What follows belongs to an exercise in optimizing a design on an open flow for small area and a short achievable clock period; a production flow would make more cautious choices.
The RTL was checked by simulation tests, not by an equivalence proof against the original design.
Power is estimated from default activity; no workload was simulated.

**flow/design.v**
```verilog
module bist_top #(
    parameter size = 6,
    parameter length = 8
) (
    input logic start,
    input logic rst,
    input logic clk,
    input logic csin,
    input logic rwbarin,
    input logic [size-1:0] address,
    input logic [length-1:0] datain,
    output logic [length-1:0] dataout,
    output logic fail
);
    logic cout, ld, NbarT, cs, rwbar, eq;
    logic [9:0] q;
    logic [7:0] data_t;
    logic [length-1:0] ramin, ramout;
    logic [size-1:0] ramaddr;
    always @(posedge clk or posedge rst) begin
        if (rst)
            fail <= 1'b0;
        else if (NbarT && rwbar && ~eq)
            fail <= 1'b1;
        else
            fail <= 1'b0;
    end
    bist_controller CNTRL (
        .start(start),
        .rst(rst),
        .clk(clk),
        .cout(cout),
        .NbarT(NbarT),
        .ld(ld)
    );
    bist_counter CNT (
        .d_in(10'b0),
        .clk(clk),
        .ld(ld),
        .u_d(1'b1),
        .cen(1'b1),
        .q(q),
        .cout(cout)
    );
    bist_decoder DEC (
        .q(q[9:7]),
        .data_t(data_t)
    );
    muxd MUX_D (
        .i0(datain),
        .i1(data_t),
        .s(NbarT),
        .y(ramin)
    );
    muxa MUX_A (
        .i0(address),
        .i1(q[5:0]),
        .s(NbarT),
        .y(ramaddr)
    );
    bist_ram MEM (
        .data(ramin),
        .addr(ramaddr),
        .re(rwbar),
        .clk(clk),
        .q(ramout)
    );
    bist_comparator CMP (
        .a(data_t),
        .b(ramout),
        .a_gt_b(),
        .a_eq_b(eq),
        .a_lt_b()
    );
    assign rwbar = (!NbarT) ? rwbarin : q[6];
    assign cs = (!NbarT) ? csin : 1'b1;
    assign dataout = ramout;
endmodule
module bist_controller (
    input logic start,
    input logic rst,
    input logic clk,
    input logic cout,
    output logic NbarT,
    output logic ld
);
    parameter RESET = 1'b0, TEST = 1'b1;
    reg current_state;
    always @(posedge clk or posedge rst) begin
        if (rst)
            current_state <= RESET;
        else begin
            case (current_state)
                RESET: if (start)
                           current_state <= TEST;
                       else
                           current_state <= RESET;
                TEST: if (cout)
                          current_state <= RESET;
                      else
                          current_state <= TEST;
                default: current_state <= RESET;
            endcase
        end
    end
    assign NbarT = (current_state == TEST) ? 1'b1 : 1'b0;
    assign ld = (current_state == RESET) ? 1'b1 : 1'b0;
endmodule
module bist_counter #(
    parameter length = 10
) (
    input logic [length-1:0] d_in,
    input logic clk,
    input logic ld,
    input logic u_d,
    input logic cen,
    output logic [length-1:0] q,
    output logic cout
);
    logic [length:0] cnt_reg;
    always @(posedge clk) begin
        if (cen) begin
            if (ld)
                cnt_reg <= {1'b0, d_in};
            else if (u_d)
                cnt_reg <= cnt_reg + 1;
            else
                cnt_reg <= cnt_reg - 1;
        end
    end
    assign q = cnt_reg[length-1:0];
    assign cout = cnt_reg[length];
endmodule
module bist_comparator (
    input logic [7:0] a,
    input logic [7:0] b,
    output logic a_gt_b,
    output logic a_eq_b,
    output logic a_lt_b
);
    always_comb begin
        a_gt_b = (a > b);
        a_eq_b = (a == b);
        a_lt_b = (a < b);
    end
endmodule
module muxa (
    input logic [5:0] i0,
    input logic [5:0] i1,
    input logic s,
    output logic [5:0] y
);
    assign y = s ? i1 : i0;
endmodule
module muxd (
    input logic [7:0] i0,
    input logic [7:0] i1,
    input logic s,
    output logic [7:0] y
);
    assign y = s ? i1 : i0;
endmodule
module bist_ram (
    input logic [7:0] data,
    input logic [5:0] addr,
    input logic re,
    input logic clk,
    output logic [7:0] q
);
    reg [7:0] ram [63:0];
    reg [5:0] addr_reg;
    always @(posedge clk) begin
        if (!re)
            ram[addr] <= data;
        addr_reg <= addr;
    end
    assign q = ram[addr_reg];
endmodule
module bist_decoder (
    input logic [2:0] q,         
    output logic [7:0] data_t    
);
    always_comb begin
        case (q)
            3'b000: data_t = 8'b10101010;
            3'b001: data_t = 8'b01010101;
            3'b010: data_t = 8'b11110000;
            3'b011: data_t = 8'b00001111;
            3'b100: data_t = 8'b00000000;
            3'b101: data_t = 8'b11111111;
            3'b110: data_t = 8'b00000000;  
            3'b111: data_t = 8'b11111111;  
            3'b110: data_t = 8'b00001111;  
            3'b111: data_t = 8'b11110000;  
            default: data_t = 8'bzzzzzzzz;
        endcase
    end
endmodule
```
**flow/run.sh**
```bash
#!/bin/bash
# synth_recipe.tcl (not shown) runs the flow's synth.tcl, then flattens the netlist and writes it again
# the make line also repeats each setting of config.mk as NAME=value (left out here)
make -C /OpenROAD-flow-scripts/flow DESIGN_CONFIG=/design/flow/config.mk WORK_HOME=/design/flow/orfs CLKGATE_MAP_FILE= SYNTH_SCRIPT=/design/flow/synth_recipe.tcl finish
```
**flow/config.mk**
```make
export PLATFORM = sky130hd
export DESIGN_NAME = bist_top
export DESIGN_NICKNAME = bist_top
export VERILOG_FILES = /design/flow/design.v
export SDC_FILE = /design/flow/constraint.sdc
export NUM_CORES = 4
export LEC_CHECK = 0
export CAP_MARGIN = 20
export CORE_MARGIN = 2
export CORE_UTILIZATION = 40
export SLEW_MARGIN = 20
```
**flow/constraint.sdc**
```tcl
create_clock -name core_clock -period 4.6 [get_ports {clk}]
set_input_delay 0.9200 -clock core_clock [delete_from_list [all_inputs] [get_ports {clk}]]
set_output_delay 0.9200 -clock core_clock [all_outputs]
set_load 0.01 [all_outputs]
```
==> flow_results.xml <==
<?xml version="1.0" encoding="UTF-8"?>
<metrics>
  <group name="sta">
    <metric name="unrepaired_setup_endpoints_after_global_routing" unit="">no</metric>
    <metric name="slew-limit-headroom" unit="">0.263</metric>
    <metric name="share_of_the_clock_period_used_by_the_worst_path_after_layout" unit="">0.967</metric>
    <metric name="setup-violations-final" unit="">0</metric>
    <metric name="worst_slew_pin_slew" unit="ns">1.10</metric>
    <metric name="postLayoutSetupSlackWorst" unit="ns">0.153</metric>
    <metric name="layout_min_cycle_time" unit="ns">4.45</metric>
    <metric name="fin_setup_tns" unit="ns">0</metric>
    <metric name="slew_viol_final" unit="">0</metric>
    <metric name="max_clock_freq" unit="MHz">225</metric>
    <metric name="fin_worst_skew" unit="ns">0.0236</metric>
    <metric name="final_number_of_hold_violating_endpoints" unit="">0</metric>
    <metric name="fin_hold_ws" unit="ns">0.461</metric>
  </group>
  <group name="synth">
    <metric name="synthesis.yosys.warnings" unit="">7</metric>
    <metric name="yosys_reg_bits" unit="">535</metric>
    <metric name="synth-edff-count" unit="">512</metric>
    <metric name="syn_nets" unit="">1094</metric>
    <metric name="synth_xor_xnor_area_share" unit="">0.00500</metric>
    <metric name="syn-cell-area" unit="µm²">21000</metric>
    <metric name="post_synth_inst_count" unit="">1074</metric>
    <metric name="dominantRegCellSynth" unit="">sky130_fd_sc_hd__edfxtp_1</metric>
    <metric name="synth_fa_ha_area_frac" unit="">0.000595</metric>
    <metric name="largest_family_of_logic_cells_by_synthesized_area" unit="">multiplexers</metric>
    <metric name="postSynth.asyncResetShare" unit="">0.00374</metric>
    <metric name="synth-compound-area-share" unit="">0.0260</metric>
    <metric name="share_of_cell_area_taken_by_muxes_after_synthesis" unit="">0.148</metric>
    <metric name="yosys.cell_types.count" unit="">48</metric>
    <metric name="syn_avg_cell_area" unit="µm²">19.6</metric>
    <metric name="synth_simple_gate_area_share" unit="">0.0483</metric>
    <metric name="synth_seq_area_share" unit="">0.753</metric>
  </group>
  <group name="route">
    <metric name="wl" unit="µm">49500</metric>
    <metric name="drt_iter0_drc" unit="">1165</metric>
    <metric name="avgViaCountPerCell" unit="">5.50</metric>
    <metric name="post-route-drc-count" unit="">0</metric>
    <metric name="detail_route.wl_per_cell" unit="µm">25.8</metric>
    <metric name="routed_via_count" unit="">10545</metric>
    <metric name="drtPass1Iterations" unit="">7</metric>
    <metric name="postRouteAntennaNets" unit="">0</metric>
  </group>
  <group name="floorplan">
    <metric name="horizontal_extent_of_the_die" unit="µm">233</metric>
    <metric name="number_of_cell_rows" unit="">84</metric>
    <metric name="die_h" unit="µm">233</metric>
    <metric name="die_ar" unit="µm²">54400</metric>
    <metric name="initial_core_util" unit="">0.403</metric>
    <metric name="boundaryPins" unit="">28</metric>
    <metric name="core" unit="µm²">52200</metric>
  </group>
  <group name="setup_path">
    <metric name="crit_path_end_kind" unit="">output port</metric>
    <metric name="crit-reg2reg-launch" unit="">CNTRL.current_state</metric>
    <metric name="critical_path.max_stage_delay" unit="ns">0.55</metric>
    <metric name="arrival" unit="ns">3.53</metric>
    <metric name="critPathTopFamily" unit="">buffers and inverters</metric>
    <metric name="worstSetupPathType" unit="">flop to output port</metric>
    <metric name="worstSetupStartpointType" unit="">flop</metric>
    <metric name="timing.critical_path.required" unit="ns">3.68</metric>
    <metric name="worst-path-stages" unit="">8</metric>
    <metric name="slowest_library_cell_on_the_worst_path" unit="">sky130_fd_sc_hd__mux4_2</metric>
    <metric name="critical_path_buf_inv_count" unit="">3</metric>
    <metric name="crit_fanout" unit="">34</metric>
    <metric name="ff_to_ff_path_depth" unit="">5</metric>
    <metric name="critical_path.cell_chain" unit="">buf_12 -&gt; buf_4 -&gt; mux4_2 -&gt; nor2_1 -&gt; a21oi_1 -&gt; a211oi_1 -&gt; and4bb_2 -&gt; clkdlybuf4s50_1</metric>
  </group>
  <group name="global_route">
    <metric name="grt_pass1_wl" unit="µm">72500</metric>
    <metric name="globalRoute.totalOverflow" unit="">0</metric>
    <metric name="first_global_vias" unit="">10609</metric>
    <metric name="grt_antenna_before_repair" unit="">0</metric>
    <metric name="grt_start_max_net_pins" unit="">65</metric>
    <metric name="overall_track_demand_over_capacity_in_global_routing" unit="">0.186</metric>
  </group>
  <group name="pwr">
    <metric name="power_per_cell_area" unit="nW/µm²">603</metric>
    <metric name="worst_ir_drop_vdd" unit="mV">0.316</metric>
    <metric name="total_leakage_power" unit="µW">0.00784</metric>
  </group>
  <group name="finish">
    <metric name="largest_register_ff_count" unit="">512</metric>
    <metric name="num-fill-cells" unit="">4342</metric>
    <metric name="drive_above_1_share" unit="">0.234</metric>
    <metric name="nets" unit="">1204</metric>
    <metric name="diodes" unit="">0</metric>
    <metric name="seqCellArea" unit="µm²">15900</metric>
    <metric name="multi_input_comb_area" unit="µm²">4890</metric>
    <metric name="final_util" unit="">0.464</metric>
    <metric name="syn_to_final_growth" unit="%">15.3</metric>
  </group>
  <group name="cts">
    <metric name="clock_tree_from_tritoncts" unit="">done</metric>
    <metric name="clock_insertion_delay_worst_skew" unit="ns">0.60</metric>
    <metric name="clk_transition_reported_paths" unit="ns">0.06</metric>
    <metric name="postCtsResizedCells" unit="">0</metric>
    <metric name="cts.htree.levels" unit="">2</metric>
    <metric name="cts_max_path_buffers" unit="">3</metric>
    <metric name="clk_tree_root_cell" unit="">sky130_fd_sc_hd__clkbuf_16</metric>
    <metric name="tritoncts.num_buffers" unit="">52</metric>
    <metric name="cts-hold-fix-buffers" unit="">0</metric>
    <metric name="cts.repair_timing.setup_buffer_count" unit="">5</metric>
    <metric name="clock_sink_count" unit="">535</metric>
  </group>
  <group name="job">
    <metric name="cap_violations" unit="">0</metric>
  </group>
  <group name="place">
    <metric name="placement.setup.worst_slack" unit="ns">0.395</metric>
    <metric name="gp_congestion" unit="">0.832</metric>
    <metric name="detailed_place_hpwl" unit="µm">31100</metric>
    <metric name="port_buffer_count" unit="">26</metric>
  </group>
  <group name="worst_hold_path">
    <metric name="hold_path_startpoint" unit="">CNT.cnt_reg[10]</metric>
    <metric name="holdPathStages" unit="">1</metric>
    <metric name="hold_path.class" unit="">flop to flop</metric>
  </group>
  <group name="status">
    <metric name="outcome" unit="">no timing/DRC/antenna violations</metric>
  </group>
</metrics>
==> worst paths after layout <==
kind / end / slack [ns]
max in group asynchronous: fail / 4.02
setup / recovery: dataout[0] / 0.15
setup reg to reg: MEM.ram[23][3] / 1.11
hold reg to reg: CNTRL.current_state / 0.46
min in group asynchronous: CNTRL.current_state / 0.47
hold / removal: CNTRL.current_state / 0.46
==> worst register-to-register path, delay by kind of cell (launching register included) <==
kind                   cells  cell delay [ns]
DFF                        1             1.01
muxes                      1             0.59
and+or+nand+nor            3             1.31
buffers and inverters      1             0.18
==> placed cells by master (no fill, tap or decap), drive strengths merged, types with 11 or more instances in the layout <==
cell	instances
a21oi	17
a22oi	32
and2	11
buf	80
clkbuf	77
clkdlybuf4s50	26
clkinv	19
dfxtp	21
edfxtp	512
inv	24
mux2i	25
mux4	124
nand2	43
nand3	20
nor2	91
nor2b	18
o21ai	17
==> where the power goes <==
group	internal (µW)	leakage [µW]	total [µW]	switching, µW
Sequential	6180	0.00482	6380	203
Combinational	1570	0.00223	4250	2680
Clock	2230	0.000778	4000	1770
==> layout make-up <==
type | instances | area share
sequential | 535 | 0.654
multi-input combinational | 465 | 0.202
clock buffer | 77 | 0.0613
timing repair buffer | 106 | 0.0396
tap | 688 | 0.0355
clock inverter | 21 | 0.00439
inverter | 24 | 0.00372
==> metrics by stage <==
stage	power [µW]	std cells	instance area, µm²
floorplan	8890	1074	21000
global placement	10700	1813	22600
detailed placement	10700	1813	22600
CTS	14700	1916	24200
global route	15200	1916	24200
finish	14600	1916	24200
==> metal layers <==
metal / global-route usage / part of all wire / up-vias
met1: 0.267 / 0.44 / 5529
met2: 0.292 / 0.47 / 356
met4: 0.0677 / 0.033 / 0
met3: 0.0264 / 0.061 / 90
met5: 0 / 0 / -
li1: - / - / 4570
==> kinds of logic after synthesis <==
group                      Yosys count
muxes                              152
buffers and inverters               74
adders and majority gates            1
DFF                                535
xor gates and xnor gates            12
AOI/OAI and AO/OA                   83
and+or+nand+nor                    217
==> cells in the mapped netlist (all sizes together) (4+ instances only) <==
master | count | area (µm²)
a21oi | 17 | 85.1
xnor2 | 6 | 52.6
nor3 | 4 | 20.0
inv | 22 | 82.6
nand4 | 4 | 25.0
buf | 32 | 236
mux4 | 124 | 2830
xor2 | 6 | 52.6
nand3 | 20 | 100
nor2b | 18 | 113
o21ai | 17 | 85.1
mux2i | 25 | 250
and3 | 5 | 31.3
dfxtp | 21 | 420
clkbuf | 18 | 67.6
a211oi | 8 | 60.1
nor2 | 91 | 342
and2 | 11 | 68.8
nand2 | 43 | 161
nand2b | 8 | 50.1
edfxtp | 512 | 15400
a22oi | 32 | 245
nor4 | 5 | 37.5

==> port drivers added, routing unchanged <==
The flow's constraints put no driver on any port. The routed layout listed below was extracted and timed again, unchanged, in two steps.
Step 1: set_driving_cell puts a clkbuf_16 on clk and a buf_2 on each other input, an assumption about the parent block.
Step 2, shift: input delay + t, output delay - t, t = (earliest + latest rising clock arrival at the registers) / 2. This alone moves slack from input paths to output paths.
a / b / c = ideal ports / drivers / drivers and shift; a / b = the first two.
shift t [ns]: 0.641
setup WS [ns]: 0.153 / 0.099 / 0.740
hold slack, ns: 0.461 / 0.443 / 0.461
worst setup path after step 2: register to output
worst register clock-pin slew, ns: 0.06 / 0.06
After both steps this run still meets setup and hold. For this run, drivers alone change the setup slack by -0.054 ns; drivers and shift together by +0.587 ns.
